Source: an optimization exercise on an open RTL-to-GDS flow (aim: small area, a short achievable clock period and few clock cycles per item). Production flows keep margins and buffers that such runs may drop.
Function was checked by simulation only, so behaviour that the tests miss may differ from the original.

## flow/design.v (module list and top-level ports; edited modules follow where they fit)
// module mul33: 1629 lines
// module add64: 23 lines
// module muldiv_top: 186 lines
// module sub_ge: 28 lines
// module add_pf: 9 lines
module muldiv_top (
    input  logic               clk,
    input  logic               rst_n,
    input  logic [3:0]         op_i,
    input  logic [31:0]        opr1_i,
    input  logic [31:0]        opr2_i,
    input  logic               flush_i,
    output logic               busy_o,
    output logic               done_o,
    output logic [31:0]        result_o
);
  // ...
==> flow/flow/run.sh <==
#!/bin/bash
# The standard layout (the standard.sh, standard synthesis included), with
# the port buffers made from sky130_fd_sc_hd__buf_2 cells instead of the delay
# buffer cells ORFS picks by default.
set -euo pipefail
bash standard.sh finish "BUFFER_PORTS_ARGS=-buffer_cell sky130_fd_sc_hd__buf_2" > standard_flow.log 2>&1
==> flow/standard.sh <==
#!/bin/bash
# synth_recipe.tcl (not shown) runs the flow's synth.tcl, then flattens the netlist and writes it again
# the make line also repeats each setting of config.mk as NAME=value (left out here)
make -C /OpenROAD-flow-scripts/flow DESIGN_CONFIG=/design/flow/config.mk WORK_HOME=/design/flow/orfs CLKGATE_MAP_FILE= SYNTH_SCRIPT=/design/flow/synth_recipe.tcl "${@:-finish}"
==> flow/config.mk <==
export PLATFORM = sky130hd
export DESIGN_NAME = muldiv_top
export DESIGN_NICKNAME = muldiv_top
export VERILOG_FILES = /design/flow/design.v
export SDC_FILE = /design/flow/constraint.sdc
export NUM_CORES = 4
export LEC_CHECK = 0
export CAP_MARGIN = 20
export CORE_MARGIN = 2
export CORE_UTILIZATION = 55
export PLACE_DENSITY = 0.7
export SETUP_SLACK_MARGIN = 5
export SLEW_MARGIN = 20
export TNS_END_PERCENT = 100
==> flow/constraint.sdc <==
create_clock -name core_clock -period 14.0 [get_ports {clk}]
set_input_delay 2.8000 -clock core_clock [delete_from_list [all_inputs] [get_ports {clk}]]
set_output_delay 2.8000 -clock core_clock [all_outputs]
set_load 0.01 [all_outputs]
==> key figures, run 1 <==
Timing
  • Fin. Hold Viols: 0
  • Setup Viol. Count Final: 0
  • Skew final: 0.0180 ns

Synthesis
  • Flop and latch count out of synthesis: 192
  • Synth Cell Area: 47600 µm²
  • Sequential area share after synthesis: 8.21%
  • Post-Synth Adder-Cell Area: 32.2%
  • EDFF count, synth: 5

Placed design
  • Placed instance count: 6645
  • Post-placement setup slack: 4.68 ns
  • Gpl congestion: 1.07

Floorplan
  • # IOs: 105
  • Chip width: 298 µm

Final layout
  • Sequential share of cell area: 8.02%
  • Commonest cells after routing, fill and taps aside: inv_1 (735), fa_1 (556), a22oi_1 (527), xor2_1 (420), xnor2_1 (419)
  • Design Area, Final: 49500 µm²

Global route
  • Initial antenna violation count: 23

Min path
  • Hold Path Sink: q_q[11]
  • Hold Crit Class: flop to flop

Clock network
  • Clk Latency, worst-skew pair: 0.51 ns
  • Clk root buf: clkbuf_16

Run status
  • Status: finished clean

Setup path
  • R2R setup slack: 5.22 ns
Testbench counts, summed over its fixed seeds: cycles 3,733, ops 2,400.
==> inputs of run 2 (changes only) <==
==> flow/run.sh (new file) <==
#!/bin/bash
# synth_recipe.tcl (not shown) runs the flow's synth.tcl, then flattens the netlist and writes it again
# the make line also repeats each setting of config.mk as NAME=value (left out here)
make -C /OpenROAD-flow-scripts/flow DESIGN_CONFIG=/design/flow/config.mk WORK_HOME=/design/flow/orfs CLKGATE_MAP_FILE= SYNTH_SCRIPT=/design/flow/synth_recipe.tcl finish
removed: flow/flow/run.sh
removed: flow/standard.sh
==> run 2 against run 1 <==
Still clean. Via count is 0.38% lower. Worst hold slack got worse by 0.015 ns. Global-route usage shrank 1.4 points. Count of clock-buffer cells in the layout unchanged. Critical path depth did not move. Fmax grew 2.0%. Routed wire length decreased by 3.4%. Clock skew up 0.010 ns. Highest routed layer unchanged.
==> key figures, run 2 <==
Run status
  • Status: finished clean (unchanged)

Floorplan
  • # rows: 107 (unchanged)
  • Core area: 85400 µm² (unchanged)
  • Initial Util: 55.7% (unchanged)
  • Chip width: 298 µm (unchanged)
  • Die H: 298 µm (unchanged)
  • Die area: 88900 µm² (unchanged)
  • # IOs: 105 (unchanged)

Clock network
  • CTS tree: built (unchanged)
  • Clock sink total: 192 (unchanged)
  • Clk slew on worst S/H paths: 0.10 ns (was 0.08 ns)
  • Clk Latency, worst-skew pair: 0.51 ns (about the same)
  • CTS H-tree depth: 4 (unchanged)
  • CTS Buf Count: 17 (unchanged)
  • Clk root buf: clkbuf_16 (unchanged)
  • CTS max path bufs: 2 (unchanged)
  • CTS Hold Bufs: 0 (unchanged)

Setup path
  • Critical path peak fanout: 38 (was 39)
  • Reg2Reg Depth: 27 (unchanged)
  • Reg-to-reg endpoint: res_q[2] (was res_q[23])
  • R2R setup slack: 5.39 ns (was 5.22 ns)
  • CP required: 14.41 ns (was 14.40 ns)
  • Startpoint Class: flop (unchanged)
  • Reg-to-Reg Start: a_q[3] (was a_q[2])
  • Critical path endpoint category: flop (unchanged)
  • Critical setup path kind: flop to flop (unchanged)
  • Arr. time, crit path: 9.02 ns (was 9.18 ns)

Synthesis
  • Synth Cell Area: 47600 µm² (unchanged)
  • Sequential area share after synthesis: 8.21% (unchanged)
  • Count leader, synth: inv_1 (unchanged)
  • Top_reg_cell synth: dfxtp_1 (unchanged)
  • Syn_nets: 6713 (unchanged)
  • Count of cell types in the netlist: 103 (unchanged)
  • Flop and latch count out of synthesis: 192 (unchanged)
  • Cell accounting for the most synthesized area: fa_1 (unchanged)
  • Leading cell types by count after synthesis: inv_1 (735), fa_1 (556), a22oi_1 (528), xnor2_1 (420), xor2_1 (420) (unchanged)
  • Syn_area_per_cell: 8.28 µm² (unchanged)
  • Synth Warn #: 21 (unchanged)
  • Top cell type's share of synthesized area: 23.4% (unchanged)
  • Synth area leaders: fa_1 (23%), ha_1 (8.8%), a22oi_1 (8.3%) (unchanged)
  • EDFF count, synth: 5 (unchanged)
  • Async set-reset flop share out of synthesis: 1.56% (unchanged)
  • Gate Count Post-Synth: 5750 (unchanged)

Final layout
  • Commonest cells after routing, fill and taps aside: inv_1 (735), fa_1 (556), a22oi_1 (527), xor2_1 (420), xnor2_1 (419) (unchanged)
  • Share of cells above drive strength 1: 5.43% (was 7.35%)
  • Largest reg by FF count: b_q (unchanged)
  • Most common cell after layout, fill and taps aside: inv_1 (unchanged)
  • Final Util: 58.6% (was 58.0%)
  • Number of flip-flops under the largest register name: 36 (unchanged)
  • # fillers: 7975 (was 7936)
  • Area grow syn2layout: 5.10% (was 4.00%)
  • Largest regs: b_q x36, a_q x33, res_q x32 (unchanged)
  • Final nets: 6489 (was 6488)

Min path
  • Hold Crit Class: flop to flop (unchanged)
  • Hold Path Sink: q_q[23] (was q_q[11])
  • Hold path depth: 2 (was 1)
  • Hold Crit Start: q_q[19] (was q_q[7])

Global route
  • Largest net degree at the start of global routing: 73 (was 55)
  • Initial antenna violation count: 16 (was 23)
  • Vias in the first global route: 44700 (was 43800)
  • Grt total ovfl: 0 (unchanged)
  • Global-route wire length before repair: 287000 µm (was 293000 µm)
  • Gr usage total: 43.1% (was 44.5%)

Timing
  • Fin crit share: 61.5% (was 62.7%)
  • RSZ-0062 raised after global routing: true (was false)
  • Fin. Hold Viols: 0 (unchanged)
  • Min Tclk post-route: 8.61 ns (was 8.78 ns)
  • Slew Viols, Final: 0 (unchanged)
  • Slew @ Worst Pin: 1.16 ns (was 1.14 ns)
  • Skew final: 0.0284 ns (was 0.0180 ns)
  • Max-slew headroom: 20.7% (was 23.3%)
  • Setup Viol. Count Final: 0 (unchanged)
  • Total negative setup slack: 0 ns (unchanged)
  • Fmax: 116 MHz (was 114 MHz)

Drt
  • Vias: 45100 (was 45300)
  • Routed WL: 194000 µm (was 201000 µm)
  • Drt pass-1 iters: 13 (was 8)
  • Iteration-0 DRC Markers: 5681 (was 6199)
  • Drt wl/cell: 29.0 µm (was 30.0 µm)
  • Vias per cell: 6.74 (was 6.77)
  • Remaining DRCs: 0 (unchanged)
  • Post-DRT Antenna Nets: 0 (unchanged)

Job
  • Max Cap Viol: 0 (unchanged)

Placed design
  • PortBufs: 104 (unchanged)
  • DP Wirelength: 141000 µm (was 146000 µm)
  • Gpl congestion: 1.08 (was 1.07)
[run 2: how the worst max path moves through the flow]
stage                            to  depth (start not counted)    from  slack, ns
after floorplan           res_q[30]                         30  a_q[8]       6.12
after global placement    res_q[13]                         24  a_q[9]       4.47
after CTS                  res_q[2]                         28  b_q[9]       5.11
after detailed placement  res_q[13]                         24  a_q[9]       4.40
after global routing       res_q[7]                         28  b_q[9]       4.98
final                      res_q[2]                         27  a_q[3]       5.39
[run 2: area by class of cell]
type                       instances  area, µm²  share of cell area [%]
sequential                       192       3960                    7.92
antenna                            9       22.5                  0.0450
inverter                         738       2770                    5.54
clock inverter                    15        199                   0.398
timing repair buffer             225       1970                    3.93
multi-input combinational       4352      39200                    78.5
tap                             1144       1430                    2.86
clock buffer                      17        425                   0.850
[run 2: routing by layer]
| layer | up-vias | GRT usage [%] | routed length [µm] |
|---|---|---|---|
| li1 | 19200 | - | - |
| met5 | - | 0 | 122 |
| met2 | 3237 | 63.0 | 81000 |
| met4 | 18 | 22.4 | 11600 |
| met1 | 21900 | 55.8 | 73700 |
| met3 | 781 | 15.4 | 27700 |
[run 2: what timing repair did]
item,CTS,global route
gates resized for setup,7,18
pin swaps,0,1
buffers inserted,0,3
endpoints found under the setup margin,48,63
gates cloned,0,0
[run 2: logic make-up (layout without fill, tap and decap cells)]
kind of cell	count (synthesis)	in the layout	synth area share, %
simple gates	985	985	9.98
other cells	0	9	0
xor+xnor	841	841	15.5
flops	192	192	8.21
mux	80	80	1.73
buf+inv	1206	995	9.67
compound gates	1554	1554	22.7
fa+ha+maj	892	892	32.2
[run 2: metrics by stage]
stage / hold slack [ns] / setup slack, ns / area [µm²] / cells
floorplan: 0.416 / 6.12 / 47600 / 5750
global placement: 0.422 / 4.47 / 49200 / 6648
detailed placement: 0.429 / 4.40 / 49200 / 6648
CTS: 0.441 / 5.11 / 49900 / 6680
global route: 0.477 / 4.98 / 50000 / 6684
finish: 0.443 / 5.39 / 50000 / 6692
[run 2: worst max-delay path, cell delays in order (launching register included)]
cell and delay [ns]:
dfxtp_2 0.32, buf_4 0.52, fa_1 0.52, ha_1 0.35
o211ai_1 0.11, a21o_1 0.20, a211o_1 0.35, a21oi_1 0.32
o2111a_1 0.38, a21o_1 0.30, o31a_1 0.18, buf_6 0.31
a211oi_1 0.14, or2_2 0.37, fa_1 0.51, inv_1 0.05
ha_1 0.21, or4_1 0.55, o2111ai_2 0.30, o31ai_2 0.15
o211a_1 0.31, o2111ai_2 0.31, a21o_1 0.16, buf_4 0.37
nand2_1 0.38, o221ai_1 0.32, a21oi_1 0.10, a221o_1 0.35
==> inputs of run 3 (changes only) <==
==> flow/flow/run.sh (new file) <==
#!/bin/bash
# The standard layout (the standard.sh, standard synthesis included), with
# the port buffers made from sky130_fd_sc_hd__buf_2 cells instead of the delay
# buffer cells ORFS picks by default, and timing repair aiming for 7 ns of
# setup slack.
set -euo pipefail
bash standard.sh finish "BUFFER_PORTS_ARGS=-buffer_cell sky130_fd_sc_hd__buf_2" SETUP_SLACK_MARGIN=7 > standard_flow.log 2>&1
==> flow/standard.sh (new file) <==
#!/bin/bash
# synth_recipe.tcl (not shown) runs the flow's synth.tcl, then flattens the netlist and writes it again
# the make line also repeats each setting of config.mk as NAME=value (left out here)
make -C /OpenROAD-flow-scripts/flow DESIGN_CONFIG=/design/flow/config.mk WORK_HOME=/design/flow/orfs CLKGATE_MAP_FILE= SYNTH_SCRIPT=/design/flow/synth_recipe.tcl "${@:-finish}"
--- a/flow/config.mk
+++ b/flow/config.mk
@@ -10,5 +10,4 @@
 export CORE_UTILIZATION = 55
 export PLACE_DENSITY = 0.7
-export SETUP_SLACK_MARGIN = 5
 export SLEW_MARGIN = 20
 export TNS_END_PERCENT = 100
removed: flow/run.sh
==> run 3 against run 2 <==
Cell area increased by 14%. Fmax increased by 20%. Sequential share of layout area decreased by 0.66 points. Flip-flop and latch count unchanged. Utilization increased by 8.2 points. Critical endpoint is now res_q[11]. Largest cell class unchanged. Highest routed layer unchanged.
==> key figures, run 3 <==
Timing
  • Fmax: 139 MHz (was 116 MHz)
  • Total negative setup slack: 0 ns (unchanged)
  • Max-slew headroom: 12.4% (was 20.7%)
  • RSZ-0062 raised after global routing: true (unchanged)
  • Slew @ Worst Pin: 1.31 ns (was 1.16 ns)
  • Setup Viol. Count Final: 0 (unchanged)
  • Skew final: 0.0217 ns (was 0.0284 ns)
  • Fin crit share: 51.5% (was 61.5%)
  • Fin. Hold Viols: 0 (unchanged)
  • Slew Viols, Final: 0 (unchanged)
  • Min Tclk post-route: 7.21 ns (was 8.61 ns)

Final layout
  • Number of flip-flops under the largest register name: 36 (unchanged)
  • Largest reg by FF count: b_q (unchanged)
  • Most common cell after layout, fill and taps aside: inv_1 (unchanged)
  • Area grow syn2layout: 19.9% (was 5.10%)
  • Share of cells above drive strength 1: 19.5% (was 5.43%)
  • Final nets: 6806 (was 6489)
  • Largest regs: b_q x36, a_q x33, res_q x32 (unchanged)
  • Commonest cells after routing, fill and taps aside: inv_1 (699), fa_1 (541), a22oi_1 (499), xor2_1 (416), xnor2_1 (411) (was inv_1 (735), fa_1 (556), a22oi_1 (527), xor2_1 (420), xnor2_1 (419))
  • Final Util: 66.8% (was 58.6%)

Global route
  • Global-route wire length before repair: 315000 µm (was 287000 µm)
  • Largest net degree at the start of global routing: 73 (unchanged)
  • Vias in the first global route: 46700 (was 44700)
  • Gr usage total: 48.1% (was 43.1%)
  • Initial antenna violation count: 26 (was 16)
  • Grt total ovfl: 0 (unchanged)

Placed design
  • DP Wirelength: 142000 µm (was 141000 µm)
  • PortBufs: 104 (unchanged)
  • Gpl congestion: 1.08 (about the same)

Drt
  • Routed WL: 224000 µm (was 194000 µm)
  • Post-DRT Antenna Nets: 0 (unchanged)
  • Drt pass-1 iters: 9 (was 13)
  • Drt wl/cell: 31.9 µm (was 29.0 µm)
  • Iteration-0 DRC Markers: 7338 (was 5681)
  • Remaining DRCs: 0 (unchanged)
  • Vias per cell: 6.98 (was 6.74)
  • Vias: 49000 (was 45100)

Min path
  • Hold Crit Class: flop to flop (unchanged)
  • Hold Crit Start: q_q[19] (unchanged)
  • Hold path depth: 2 (unchanged)
  • Hold Path Sink: q_q[23] (unchanged)

Clock network
  • Clk slew on worst S/H paths: 0.08 ns (was 0.10 ns)
  • CTS Hold Bufs: 0 (unchanged)
  • Clk root buf: clkbuf_16 (unchanged)
  • CTS tree: built (unchanged)
  • CTS Buf Count: 17 (unchanged)
  • CTS H-tree depth: 4 (unchanged)
  • Clock sink total: 192 (unchanged)
  • CTS max path bufs: 2 (unchanged)
  • Clk Latency, worst-skew pair: 0.51 ns (about the same)

Synthesis
  • Cell accounting for the most synthesized area: fa_1 (unchanged)
  • Count leader, synth: inv_1 (unchanged)
  • Syn_area_per_cell: 8.28 µm² (unchanged)
  • Compound-Gate Fraction of Synth Area: 22.7% (unchanged)
  • Leading cell types by count after synthesis: inv_1 (735), fa_1 (556), a22oi_1 (528), xnor2_1 (420), xor2_1 (420) (unchanged)
  • Gate Count Post-Synth: 5750 (unchanged)
  • Synth area leaders: fa_1 (23%), ha_1 (8.8%), a22oi_1 (8.3%) (unchanged)
  • Largest family of logic cells by synthesized area: adder cells (unchanged)
  • Synth Cell Area: 47600 µm² (unchanged)
  • Synth Area in Simple Gates: 9.98% (unchanged)
  • Synth Warn #: 21 (unchanged)
  • XOR/XNOR Fraction of Synth Area: 15.5% (unchanged)
  • Sequential area share after synthesis: 8.21% (unchanged)
  • Post-Synth Adder-Cell Area: 32.2% (unchanged)
  • EDFF count, synth: 5 (unchanged)
  • Top_reg_cell synth: dfxtp_1 (unchanged)
  • Top cell type's share of synthesized area: 23.4% (unchanged)
  • Flop and latch count out of synthesis: 192 (unchanged)
  • Syn_nets: 6713 (unchanged)
  • Count of cell types in the netlist: 103 (unchanged)
  • Post-synthesis mux area share: 1.73% (unchanged)
  • Async set-reset flop share out of synthesis: 1.56% (unchanged)

Floorplan
  • # rows: 107 (unchanged)
  • Initial Util: 55.7% (unchanged)
  • Die H: 298 µm (unchanged)
  • Chip width: 298 µm (unchanged)
  • Core area: 85400 µm² (unchanged)
  • Die area: 88900 µm² (unchanged)
  • # IOs: 105 (unchanged)

Setup path
  • Family with the most delay on the worst path: compound AO/OA/AOI/OAI gates (unchanged)
  • Critical path peak fanout: 7 (was 38)
  • Critical setup path kind: flop to flop (unchanged)
  • CP required: 14.36 ns (was 14.41 ns)
  • Worst setup path start: a_q[13] (was a_q[3])
  • Reg2Reg Depth: 27 (unchanged)
  • Buffers and inverters on the worst path: 5 (was 4)
  • Reg-to-reg endpoint: res_q[11] (was res_q[2])
  • R2R setup slack: 6.79 ns (was 5.39 ns)
  • Crit-path slowest cell: fa_2 (was or4_1)
  • Arr. time, crit path: 7.56 ns (was 9.02 ns)
  • Most used cell, CP: buf_12 (was a21o_1)
  • Startpoint Class: flop (unchanged)
  • CP max stage delay: 0.60 ns (was 0.55 ns)
  • Critical path endpoint category: flop (unchanged)
  • Reg-to-Reg Start: a_q[13] (was a_q[3])

Run status
  • Status: finished clean (unchanged)

Job
  • Max Cap Viol: 0 (unchanged)
[run 3: worst min-delay path: stages, from the launching register on]
cell and delay (ns):
dfxtp_1 0.30, inv_1 0.06, nor2_1 0.04
[run 3: repair_timing]
| item | CTS | global route |
|---|---|---|
| resized for setup | 596 | 322 |
| hold endpoints to repair | 0 | 0 |
| endpoints found under the setup margin | 91 | 93 |
| buffers inserted | 175 | 92 |
| pin swaps | 100 | 123 |
| gates cloned | 43 | 15 |
[run 3: logic make-up after synthesis]
| group | count (synthesis) |
|---|---|
| adders and majority gates | 892 |
| xor gates and xnor gates | 841 |
| DFF | 192 |
| buffers and inverters | 1206 |
| muxes | 80 |
| and+or+nand+nor | 985 |
| AOI/OAI and AO/OA | 1554 |
[run 3: how the worst max path moves through the flow]
stage | end | cells past startpoint
after CTS | res_q[7] | 31
after detailed placement | res_q[22] | 27
after global placement | res_q[22] | 27
final | res_q[11] | 27
after floorplan | res_q[27] | 26
after global routing | a_q[11] | 28
[run 3: area by class of cell]
type                            count  area [µm²]
Multi-Input combinational cell   4354       41700
Clock buffer                       17         425
Inverter                          738        2870
Timing Repair Buffer              540        6310
Antenna cell                       15        37.5
Sequential cell                   192        4140
Fill cell                        7033       28300
Tap cell                         1144        1430
Clock inverter                     15         140
[run 3: layer usage]
metal / global-route usage [%] / routed length (µm)
met4: 31.8 / 20000
met3: 21.0 / 38100
met2: 66.8 / 88000
met1: 60.2 / 77500
met5: 0.595 / 460
[run 3: through the flow]
step                      instance area [µm²]  setup WS [ns]  hold slack [ns]  instances
after floorplan                         47700           7.01            0.416       5750
after global placement                  48700           4.73            0.421       6643
after detailed placement                48700           4.59            0.431       6643
after CTS                               54500           6.97            0.443       6893
after global routing                    57000           6.67            0.455       7003
final                                   57100           6.79            0.446       7015
==> inputs of run 4 (changes only) <==
==> flow/flow/run.sh (replaced) <==
#!/bin/bash
# The standard layout (the standard.sh, standard synthesis included), with
# the port buffers made from sky130_fd_sc_hd__buf_2 cells instead of the delay
# buffer cells ORFS picks by default, and timing repair aiming for 6 ns of
# setup slack.
set -euo pipefail
bash standard.sh finish "BUFFER_PORTS_ARGS=-buffer_cell sky130_fd_sc_hd__buf_2" SETUP_SLACK_MARGIN=6 > standard_flow.log 2>&1
--- a/flow/config.mk
+++ b/flow/config.mk
@@ -9,5 +9,5 @@
 export CORE_MARGIN = 2
 export CORE_UTILIZATION = 55
-export PLACE_DENSITY = 0.7
+export PLACE_DENSITY = 0.8
 export SLEW_MARGIN = 20
 export TNS_END_PERCENT = 100
==> run 4 against run 3 <==
First-iteration DRC count decreased by 6.2%. Utilization decreased by 7.8 points. Routed wire length decreased by 11%. Cell area decreased by 12%. Critical path type is now input pin to flop. Worst setup slack got worse by 0.77 ns. Synthesized cell count unchanged. Sequential share of layout area increased by 0.64 points. Register-to-register slack got worse by 0.72 ns. Worst hold slack improved by 0.019 ns. Flip-flop and latch count unchanged.
==> key figures, run 4 <==
Synthesis
  • Top cell type's share of synthesized area: 23.4% (unchanged)
  • EDFF count, synth: 5 (unchanged)
  • Async set-reset flop share out of synthesis: 1.56% (unchanged)
  • Count leader, synth: inv_1 (unchanged)
  • Flop and latch count out of synthesis: 192 (unchanged)
  • Cell accounting for the most synthesized area: fa_1 (unchanged)
  • Synth area leaders: fa_1 (23%), ha_1 (8.8%), a22oi_1 (8.3%) (unchanged)
  • Sequential area share after synthesis: 8.21% (unchanged)
  • Top_reg_cell synth: dfxtp_1 (unchanged)
  • Gate Count Post-Synth: 5750 (unchanged)
  • Leading cell types by count after synthesis: inv_1 (735), fa_1 (556), a22oi_1 (528), xnor2_1 (420), xor2_1 (420) (unchanged)
  • Syn_area_per_cell: 8.28 µm² (unchanged)
  • Syn_nets: 6713 (unchanged)
  • Synth Warn #: 21 (unchanged)
  • Synth Cell Area: 47600 µm² (unchanged)
  • Count of cell types in the netlist: 103 (unchanged)

Floorplan
  • # IOs: 105 (unchanged)
  • Core area: 85400 µm² (unchanged)
  • Die H: 298 µm (unchanged)
  • Die area: 88900 µm² (unchanged)
  • Chip width: 298 µm (unchanged)
  • # rows: 107 (unchanged)
  • Initial Util: 55.7% (unchanged)

Timing
  • Slew @ Worst Pin: 1.08 ns (was 1.31 ns)
  • Fmax: 125 MHz (was 139 MHz)
  • Fin. Hold Viols: 0 (unchanged)
  • Max-slew headroom: 27.6% (was 12.4%)
  • Min Tclk post-route: 7.98 ns (was 7.21 ns)
  • Fin crit share: 57.0% (was 51.5%)
  • Setup Viol. Count Final: 0 (unchanged)
  • Slew Viols, Final: 0 (unchanged)
  • Total negative setup slack: 0 ns (unchanged)
  • RSZ-0062 raised after global routing: false (was true)
  • Skew final: 0.0229 ns (was 0.0217 ns)

Drt
  • Post-DRT Antenna Nets: 0 (unchanged)
  • Vias: 46400 (was 49000)
  • Vias per cell: 6.92 (was 6.98)
  • Routed WL: 200000 µm (was 224000 µm)
  • Remaining DRCs: 0 (unchanged)
  • Iteration-0 DRC Markers: 6883 (was 7338)
  • Drt wl/cell: 29.7 µm (was 31.9 µm)
  • Drt pass-1 iters: 11 (was 9)

Final layout
  • Final nets: 6510 (was 6806)
  • Commonest cells after routing, fill and taps aside: inv_1 (730), fa_1 (556), a22oi_1 (527), xor2_1 (420), xnor2_1 (417) (was inv_1 (699), fa_1 (541), a22oi_1 (499), xor2_1 (416), xnor2_1 (411))
  • Area grow syn2layout: 5.94% (was 19.9%)
  • Most common cell after layout, fill and taps aside: inv_1 (unchanged)
  • Largest reg by FF count: b_q (unchanged)
  • Share of cells above drive strength 1: 8.60% (was 19.5%)
  • Number of flip-flops under the largest register name: 36 (unchanged)
  • Final Util: 59.0% (was 66.8%)
  • Final cell count without fillers: 6711 (was 7015)
  • Largest regs: b_q x36, a_q x33, res_q x32 (unchanged)

Placed design
  • Gpl congestion: 1.07 (was 1.08)
  • DP Wirelength: 140000 µm (was 142000 µm)
  • Placed instance count: 6638 (was 6643)
  • PortBufs: 104 (unchanged)

Clock network
  • CTS Buf Count: 17 (unchanged)
  • Clock sink total: 192 (unchanged)
  • Clk Latency, worst-skew pair: 0.51 ns (about the same)
  • CTS max path bufs: 2 (unchanged)
  • CTS Hold Bufs: 0 (unchanged)
  • Clk slew on worst S/H paths: 0.10 ns (was 0.08 ns)
  • CTS tree: built (unchanged)
  • CTS H-tree depth: 4 (unchanged)
  • Clk root buf: clkbuf_16 (unchanged)

Job
  • Max Cap Viol: 0 (unchanged)

Global route
  • Grt total ovfl: 0 (unchanged)
  • Gr usage total: 43.7% (was 48.1%)
  • Initial antenna violation count: 12 (was 26)
  • Vias in the first global route: 46000 (was 46700)
  • Largest net degree at the start of global routing: 71 (was 73)
  • Global-route wire length before repair: 293000 µm (was 315000 µm)

Setup path
  • Startpoint Class: input pin (was flop)
  • Critical setup path kind: input pin to flop (was flop to flop)
  • Critical path endpoint category: flop (unchanged)
  • Critical path peak fanout: 31 (was 7)
  • CP required: 14.39 ns (was 14.36 ns)
  • Arr. time, crit path: 8.36 ns (was 7.56 ns)

Run status
  • Status: finished clean (unchanged)

Min path
  • Hold Crit Class: flop to flop (unchanged)
-- run 4: logic make-up (layout without fill, tap and decap cells) --
| family | after synthesis | after routing | share of synthesized area, % |
|---|---|---|---|
| other | 0 | 7 | 0 |
| muxes | 80 | 80 | 1.73 |
| DFF | 192 | 192 | 8.21 |
| buffers and inverters | 1206 | 1015 | 9.67 |
| AOI/OAI and AO/OA | 1554 | 1554 | 22.7 |
| xor gates and xnor gates | 841 | 841 | 15.5 |
| adders and majority gates | 892 | 892 | 32.2 |
| and+or+nand+nor | 985 | 986 | 9.98 |
-- run 4: stage by stage --
stage	area (µm²)	hold WS [ns]	setup slack (ns)
after global placement	48600	0.433	3.57
after global routing	50400	0.471	5.93
after floorplan	47600	0.416	6.12
after CTS	49800	0.457	6.00
final	50400	0.465	6.02
after detailed placement	48600	0.443	3.49
-- run 4: critical path, cell delays in order --
cell and delay [ns]:
buf_2 0.38, nand2b_1 0.37, buf_4 0.38, a2bb2oi_1 0.20, nor2_1 0.30, nand2_1 0.09
a221oi_1 0.37, a311oi_1 0.08, nor3_1 0.35, ha_1 0.31, nand2b_1 0.15, o21ai_0 0.15
a211o_1 0.51, nor2_1 0.92, mux2i_1 0.59, o22ai_1 0.38
-- run 4: layout make-up --
| class | instances | area [µm²] |
|---|---|---|
| clock buffer | 17 | 425 |
| clock inverter | 15 | 196 |
| timing repair buffer | 245 | 2030 |
| multi-input combinational | 4353 | 39600 |
| inverter | 738 | 2790 |
| sequential | 192 | 3980 |
| fill | 7633 | 35000 |
| tap | 1144 | 1430 |
| antenna | 7 | 17.5 |
-- run 4: final timing paths --
check | startpoint | endpoint | slack, ns | cells after the start
max in group asynchronous | rst_n | div_q | 11.81 | 1
min in group asynchronous | rst_n | done_q | 2.08 | 1
setup reg to reg | b_q[3] | res_q[11] | 6.07 | 26
hold reg to reg | q_q[16] | q_q[20] | 0.46 | 1
hold / removal | q_q[16] | q_q[20] | 0.46 | 1
setup / recovery | op_i[0] | b_q[13] | 6.02 | 16
-- run 4: routing by layer --
layer	global-route usage [%]	part of all wire, %	wire (µm)
met1	55.9	36	71700
met2	62.0	40	79800
met3	18.6	17	33400
met4	23.8	7.3	14600
met5	0.812	0.066	132
-- run 4: timing repair --
action | 4_1_cts | 5_1_grt
cloned | 3 | 4
pin swaps | 3 | 10
setup buffers | 8 | 19
endpoints found under the setup margin | 69 | 71
gates resized for setup | 92 | 107
==> inputs of run 5 (changes only) <==
--- a/flow/config.mk
+++ b/flow/config.mk
@@ -9,5 +9,5 @@
 export CORE_MARGIN = 2
 export CORE_UTILIZATION = 55
-export PLACE_DENSITY = 0.8
+export PLACE_DENSITY = 0.7
 export SLEW_MARGIN = 20
 export TNS_END_PERCENT = 100
==> run 5 against run 4 <==
Fmax about the same. Synthesized area did not move. Still clean. Non-clock buffer count is 14 higher. Critical path depth grew 12.
==> key figures, run 5 <==
Clock network
  • Clk root buf: clkbuf_16 (unchanged)
  • CTS max path bufs: 2 (unchanged)
  • Clk Latency, worst-skew pair: 0.51 ns (about the same)
  • Clock sink total: 192 (unchanged)
  • Clk slew on worst S/H paths: 0.09 ns (was 0.10 ns)
  • CTS Hold Bufs: 0 (unchanged)
  • CTS Buf Count: 17 (unchanged)
  • CTS H-tree depth: 4 (unchanged)
  • CTS tree: built (unchanged)

Setup path
  • Reg-to-Reg Start: b_q[13] (was b_q[3])
  • Buffers and inverters on the worst path: 6 (was 2)
  • Family with the most delay on the worst path: compound AO/OA/AOI/OAI gates (was simple AND/OR/NAND/NOR gates)
  • Critical path endpoint category: flop (unchanged)
  • Most used cell, CP: buf_4
  • Startpoint Class: flop (was input pin)
  • Crit-path slowest cell: a2111oi_2 (was nor2_1)
  • CP max stage delay: 0.55 ns (was 0.92 ns)
  • CP required: 14.41 ns (was 14.39 ns)
  • Worst setup path start: b_q[13] (was op_i[0])
  • Critical path peak fanout: 48 (was 31)
  • Critical setup path kind: flop to flop (was input pin to flop)
  • Arr. time, crit path: 8.38 ns (was 8.36 ns)

Timing
  • Setup Viol. Count Final: 0 (unchanged)
  • WHS: 0.459 ns (was 0.465 ns)
  • Total negative setup slack: 0 ns (unchanged)
  • RSZ-0062 raised after global routing: true (was false)
  • Max-slew headroom: 24.8% (was 27.6%)
  • Skew final: 0.0141 ns (was 0.0229 ns)
  • Slew @ Worst Pin: 1.12 ns (was 1.08 ns)
  • Fin crit share: 56.9% (was 57.0%)
  • Fmax: 125 MHz (about the same)
  • Min Tclk post-route: 7.97 ns (was 7.98 ns)
  • Slew Viols, Final: 0 (unchanged)
  • Fin. Hold Viols: 0 (unchanged)

Synthesis
  • Synth area leaders: fa_1 (23%), ha_1 (8.8%), a22oi_1 (8.3%) (unchanged)
  • Synth Warn #: 21 (unchanged)
  • Cell accounting for the most synthesized area: fa_1 (unchanged)
  • Async set-reset flop share out of synthesis: 1.56% (unchanged)
  • EDFF count, synth: 5 (unchanged)
  • Top cell type's share of synthesized area: 23.4% (unchanged)
  • Syn_nets: 6713 (unchanged)
  • Sequential area share after synthesis: 8.21% (unchanged)
  • Syn_area_per_cell: 8.28 µm² (unchanged)
  • Leading cell types by count after synthesis: inv_1 (735), fa_1 (556), a22oi_1 (528), xnor2_1 (420), xor2_1 (420) (unchanged)
  • Flop and latch count out of synthesis: 192 (unchanged)
  • Count of cell types in the netlist: 103 (unchanged)
  • Top_reg_cell synth: dfxtp_1 (unchanged)
  • Gate Count Post-Synth: 5750 (unchanged)
  • Synth Cell Area: 47600 µm² (unchanged)
  • Count leader, synth: inv_1 (unchanged)

Global route
  • Vias in the first global route: 44100 (was 46000)
  • Grt total ovfl: 0 (unchanged)
  • Gr usage total: 44.7% (was 43.7%)
  • Initial antenna violation count: 20 (was 12)
  • Largest net degree at the start of global routing: 55 (was 71)
  • Global-route wire length before repair: 295000 µm (was 293000 µm)

Floorplan
  • Initial Util: 55.7% (unchanged)
  • Die H: 298 µm (unchanged)
  • Chip width: 298 µm (unchanged)
  • # rows: 107 (unchanged)
  • Die area: 88900 µm² (unchanged)
  • Core area: 85400 µm² (unchanged)
  • # IOs: 105 (unchanged)

Drt
  • Vias: 45500 (was 46400)
  • Routed WL: 203000 µm (was 200000 µm)
  • Vias per cell: 6.77 (was 6.92)
  • Iteration-0 DRC Markers: 6408 (was 6883)
  • Drt wl/cell: 30.2 µm (was 29.7 µm)
  • Drt pass-1 iters: 10 (was 11)
  • Remaining DRCs: 0 (unchanged)
  • Post-DRT Antenna Nets: 0 (unchanged)

Job
  • Max Cap Viol: 0 (unchanged)

Final layout
  • Commonest cells after routing, fill and taps aside: inv_1 (724), fa_1 (556), a22oi_1 (526), xor2_1 (420), xnor2_1 (416) (was inv_1 (730), fa_1 (556), a22oi_1 (527), xor2_1 (420), xnor2_1 (417))
  • Design Area, Final: 50400 µm² (about the same)
  • Area grow syn2layout: 5.94% (about the same)
  • Number of flip-flops under the largest register name: 36 (unchanged)
  • Largest regs: b_q x36, a_q x33, res_q x32 (unchanged)
  • Largest reg by FF count: b_q (unchanged)
  • Final Util: 59.0% (about the same)
  • Share of cells above drive strength 1: 9.03% (was 8.60%)
  • Most common cell after layout, fill and taps aside: inv_1 (unchanged)
  • Final nets: 6523 (was 6510)

Min path
  • Hold Crit Start: q_q[9] (was q_q[16])
  • Hold Crit Class: flop to flop (unchanged)

Run status
  • Status: finished clean (unchanged)

Placed design
  • PortBufs: 104 (unchanged)
  • Gpl congestion: 1.07 (about the same)
  • DP Wirelength: 146000 µm (was 140000 µm)
  • Area after DPL: 48700 µm² (was 48600 µm²)
run 5: cell families (layout without fill, tap and decap cells):
group	Yosys count	count (layout)	share of synthesized area, %
AO/OA/AOI/OAI	1554	1554	22.7
XOR/XNOR	841	841	15.5
adder cells (fa/ha/maj)	892	892	32.2
buffers and inverters	1206	1029	9.67
flip-flops	192	192	8.21
multiplexers	80	80	1.73
other	0	9	0
AND/OR/NAND/NOR	985	985	9.98
run 5: layout make-up:
type / count / area, µm²
diodes: 9 / 22.5
clock buffers: 17 / 425
clock inverters: 15 / 176
fillers: 7881 / 35000
inverters: 738 / 2810
multi-input cells: 4352 / 39500
flip-flops and latches: 192 / 4000
well taps: 1144 / 1430
repair buffers: 259 / 2070
run 5: stage by stage:
| step | setup WS [ns] | cells |
|---|---|---|
| after floorplan | 6.12 | 5750 |
| after global placement | 4.74 | 6645 |
| after detailed placement | 4.68 | 6645 |
| after CTS | 5.93 | 6687 |
| after global routing | 5.95 | 6718 |
| final | 6.03 | 6726 |
run 5: worst paths after layout:
| kind | endpoint | cells past startpoint | slack [ns] |
|---|---|---|---|
| min in group asynchronous | done_q | 1 | 2.08 |
| max in group asynchronous | mul_q | 1 | 11.81 |
| worst max-delay path | res_q[7] | 28 | 6.03 |
| worst min-delay path | q_q[13] | 1 | 0.46 |
| worst min register to register | q_q[13] | 1 | 0.46 |
| worst max register to register | res_q[7] | 28 | 6.03 |
run 5: per-layer routing:
metal	share of wire (%)	vias to the layer above	global-route usage, %
li1	-	19200	-
met1	38	21900	59.4
met2	41	3560	64.1
met3	15	790	14.9
met4	6.4	18	23.7
met5	0.066	-	0
run 5: repair_timing:
item                                    in CTS  in global routing
pin swaps                                    3                  8
gates cloned                                 2                  2
gates resized for setup                     63                112
endpoints found under the setup margin      65                 78
setup buffers                                8                 28

afterwards: timing with drivers on the ports:
No port has a modelled driver above. Below, the same layouts with a new extraction and two added sets of constraints. Step 1 assumes that a clkbuf_16 drives the clock port and a buf_2 every other input. Step 2 also shifts input and output timing later by t, the mid clock arrival at the registers, as if the neighbouring blocks saw the same clock. Three values: ideal, step 1, step 2; two values: the first two.
run | t (ns) | slack for setup (ns) | clock arrival spread, ns
run 1 | 0.573 | 5.219 / 5.219 / 5.219 | 0.019 / 0.019
run 2 | 0.565 | 5.388 / 5.388 / 5.058 | 0.028 / 0.028
run 3 | 0.569 | 6.794 / 6.794 / 6.447 | 0.023 / 0.023
run 4 | 0.558 | 6.022 / 6.061 / 5.503 | 0.023 / 0.023
run 5 | 0.574 | 6.030 / 6.030 / 5.643 | 0.014 / 0.014
After both steps setup and hold are still met in every run listed. For run 4, which loses most, drivers alone change the setup slack by +0.039 ns; drivers and shift together by -0.519 ns.
